From an optimization exercise on the open Yosys and OpenROAD flow, aimed at small area; shortcuts taken in it are not production practice.
The RTL was checked by simulation tests, not by an equivalence proof against the original design.
Power figures rest on the tool's default switching activity, not on a simulated workload.

## Top
module Top(
    input clk,
    input [7:0] SW,
    input reset,
    input sens,
    input disF,
    input disB,
    input BOX,
    input signal,
    input IPS_F,
    input IPS_L,
    input IPS_R,
    input IPS_TR,
    input IPS_TL,
    input isig,
    output reg FORA,
    output reg BCKA,
    output reg FORB,
    output BCKB,
    output ENA,
    output ENB,
    output s2, s3,
    output [7:0] led,
    output [1:0] spot,
    output IWHITE,
    output IRED,
    output IGREEN,
    output IBLUE,
    output drop
);
    wire pwm_a, pwm_b;
    wire oc_flag;
    wire detF, detB;
    wire FORA_IPS, BCKA_IPS, FORB_IPS;
    wire TL, TR;
    reg L, R, AL, AR, FLIP, FOR, REV;
    wire col_done;
    wire [1:0] col_state;
    PWMA pwm (.clk(clk), .reset(reset), .SW(SW), .pwm_a(pwm_a), .pwm_b(pwm_b));
    distance distance (
    .clk(clk),
    .reset(reset),
    .disF(disF),
    .disB(disB),
    .detF(detF),
    .detB(detB)
    );
    Overcurrent oc_protection (
    .clk(clk),
    .reset(reset),
    .sens(sens),
    .oc_flag(oc_flag)
    );
    IPS_Line ips_line (
        .clk(clk),
        .reset(reset),
        .IPS_F(IPS_F),
        .IPS_L(IPS_L),
        .IPS_R(IPS_R),
        .IPS_TR(IPS_TR),
        .IPS_TL(IPS_TL),
        .FORA(FORA_IPS),
        .BCKA(BCKA_IPS),
        .FORB(FORB_IPS),
        .EFOR(FOR),
        .EREV(REV),
        .EL(L),
        .ER(R),
        .EAL(AL),
        .EAR(AR),
        .ETL(TL),
        .ETR(TR),
        .EFLIP(FLIP)
    );
    Color color (
        .clk(clk),
        .reset(reset),
        .signal(signal),
        .s2(s2),
        .s3(s3),
  ...
Size in the first run: roughly 900 cells after synthesis, ~8200 sq um of cells after synthesis.
Settings: LEC_CHECK=0, CAP_MARGIN=20, CORE_MARGIN=2, CORE_UTILIZATION=65, SLEW_MARGIN=20; clock period 10.0 ns.
standard.sh (not shown) runs the stock make flow with config.mk's settings and CLKGATE_MAP_FILE= SYNTH_SCRIPT=/design/flow/synth_recipe.tcl, a recipe that flattens the netlist after the stock synthesis.
==> flow/flow/run.sh <==
#!/bin/bash
# Own flow: the standard layout (standard.sh) with two changes:
#  - clock tree: no dummy balancing loads, smaller clock buffers;
#  - port buffers: the smallest buffer, buf_1.
# Each tool's output goes to ORFS's own logs under orfs/logs; make's output
# goes to flow_make.log here.
set -euo pipefail
export CTS_ARGS="-sink_clustering_enable -repair_clock_nets -dont_use_dummy_load -root_buf sky130_fd_sc_hd__clkbuf_16 -buf_list sky130_fd_sc_hd__clkbuf_8 -sink_clustering_size 30 -sink_clustering_max_diameter 100"
export BUFFER_PORTS_ARGS="-buffer_cell sky130_fd_sc_hd__buf_1"
bash standard.sh finish > flow_make.log 2>&1
Next try:
--- a/flow/design.v
+++ b/flow/design.v
@@ -74,24 +74,24 @@
 `timescale 1ns / 1ps
 module Overcurrent(
     input clk,
     input reset,
     input sens,
     output reg oc_flag
 );
     reg [16:0] oc_timer;
     reg [13:0] debounce;
     reg tim_done;                
-    localparam [16:0] TIM_END = 17'd43223;    
-    localparam [13:0] DEB_END = 14'd6219;     
-    wire [16:0] tim_next = {oc_timer[15:0], ~(oc_timer[16] ^ oc_timer[13])};
-    wire [13:0] deb_next = {debounce[12:0], ~(debounce[13] ^ debounce[12])};
+    localparam [16:0] TIM_END = 17'd36415;    
+    localparam [13:0] DEB_END = 14'd2105;     
+    wire [16:0] tim_next = {~oc_timer[15:0], ~(oc_timer[16] ^ oc_timer[14])};
+    wire [13:0] deb_next = {~debounce[12:0], ~(debounce[13] ^ debounce[12])};
     wire tim_end = tim_done | (oc_timer == TIM_END);
     wire deb_end = (debounce == DEB_END);
     wire tim_clear = !oc_flag && tim_end && !sens;
     always @(posedge clk) begin
         if (reset || tim_clear) begin
             oc_timer <= 17'd0;
             tim_done <= 1'b0;
         end
         else begin
             oc_timer <= tim_next;
@@ -285,23 +285,23 @@
 module Color(
     input clk,
     input reset,
     input signal,
     output s2, s3,
     output reg done,             
     output reg [1:0] state,
     output [5:0] led
     );
     reg [14:0] win;              
-    localparam [14:0] WIN_LAST = 15'd25566;      
+    localparam [14:0] WIN_LAST = 15'd24245;      
     wire wrap = (win == WIN_LAST);
-    wire [14:0] win_next = {win[13:0], ~(win[14] ^ win[13])};
+    wire [14:0] win_next = {~win[13:0], ~(win[14] ^ win[13])};
     reg pre_signal;
     wire edge_now = signal ^ pre_signal;
     reg [13:0] cnt;
     reg [13:0] x;
     reg [1:0] k;
     reg [1:0] code;              
     reg done2;
     reg seen;
     wire eq = (cnt == x);
     wire gt = seen & ~eq;
@@ -537,23 +537,23 @@
     localparam DPOS1   = 4'd8;
     localparam DPOS2   = 4'd9;
     localparam SPIN    = 4'd10;
     localparam PICKUP  = 4'd11;
     localparam DROPD   = 4'd12;
     reg [3:0] state;
     reg [1:0] pos;
     assign spot = {pos[1] | (pos[0] & IGREEN), pos[0] & ~IGREEN};
     reg [17:0] cnt;
     reg deb_done, rev_done;
-    localparam [17:0] CNT_SKIP = 18'd212679;     
-    localparam [17:0] CNT_SPIN = 18'd56963;      
-    wire [17:0] cnt_next = {cnt[16:0], ~(cnt[17] ^ cnt[10])};
+    localparam [17:0] CNT_SKIP = 18'd16314;      
+    localparam [17:0] CNT_SPIN = 18'd258954;     
+    wire [17:0] cnt_next = {~cnt[16:0], ~(cnt[17] ^ cnt[16])};
     wire deb_end = deb_done | (cnt == CNT_SKIP);
     wire cnt_end = rev_done | (cnt == CNT_SPIN);
     wire skip_start = (state == POS1 && IPS_TR) ||
                       (state == POS2 && pos != 2'd2 && IPS_TL && !L && !TL && !TR) ||
                       (state == DPOS1 && IPS_TL);
     wire spin_start = (state == POS1 && !IPS_TR && detF) ||
                       (state == POS2 && pos == 2'd2 && detF) ||
                       (state == POS3 && detF);
     always @(posedge clk) begin
         if (SW[0])
After rerunning: Critical path depth is higher by 1; die area stays flat; setup slack gains 450 ps; design area shrinks by 0.38%; power falls by 13%.

[port drivers added, routing unchanged]
No port has a modelled driver above. Below, the same layouts with a new extraction and two added sets of constraints.
Step 1: set_driving_cell puts a clkbuf_16 on clk and a buf_2 on each other input, an assumption about the parent block.
Step 2 adds t to the input delays and takes it off the output delays; t is the mean of the earliest and latest rising clock arrival at the registers after step 1. Input paths then give back, and output paths get back, about the clock's delay inside the block.
Slacks: ideal / step 1 / step 2; pairs: ideal / step 1.
run	t, ns	slack for setup (ns)	latest minus earliest clock arrival (ns)	worst register clock-pin slew, ns
the first run	0.412	6.012 / 6.035 / 5.622	0.029 / 0.029	0.09 / 0.09
the second run	0.409	6.462 / 6.480 / 6.071	0.030 / 0.029	0.09 / 0.09
After both steps every run listed still meets setup and hold. The setup slack of the second run, which loses most, moves by +0.018 ns with the drivers and by -0.391 ns with both steps.
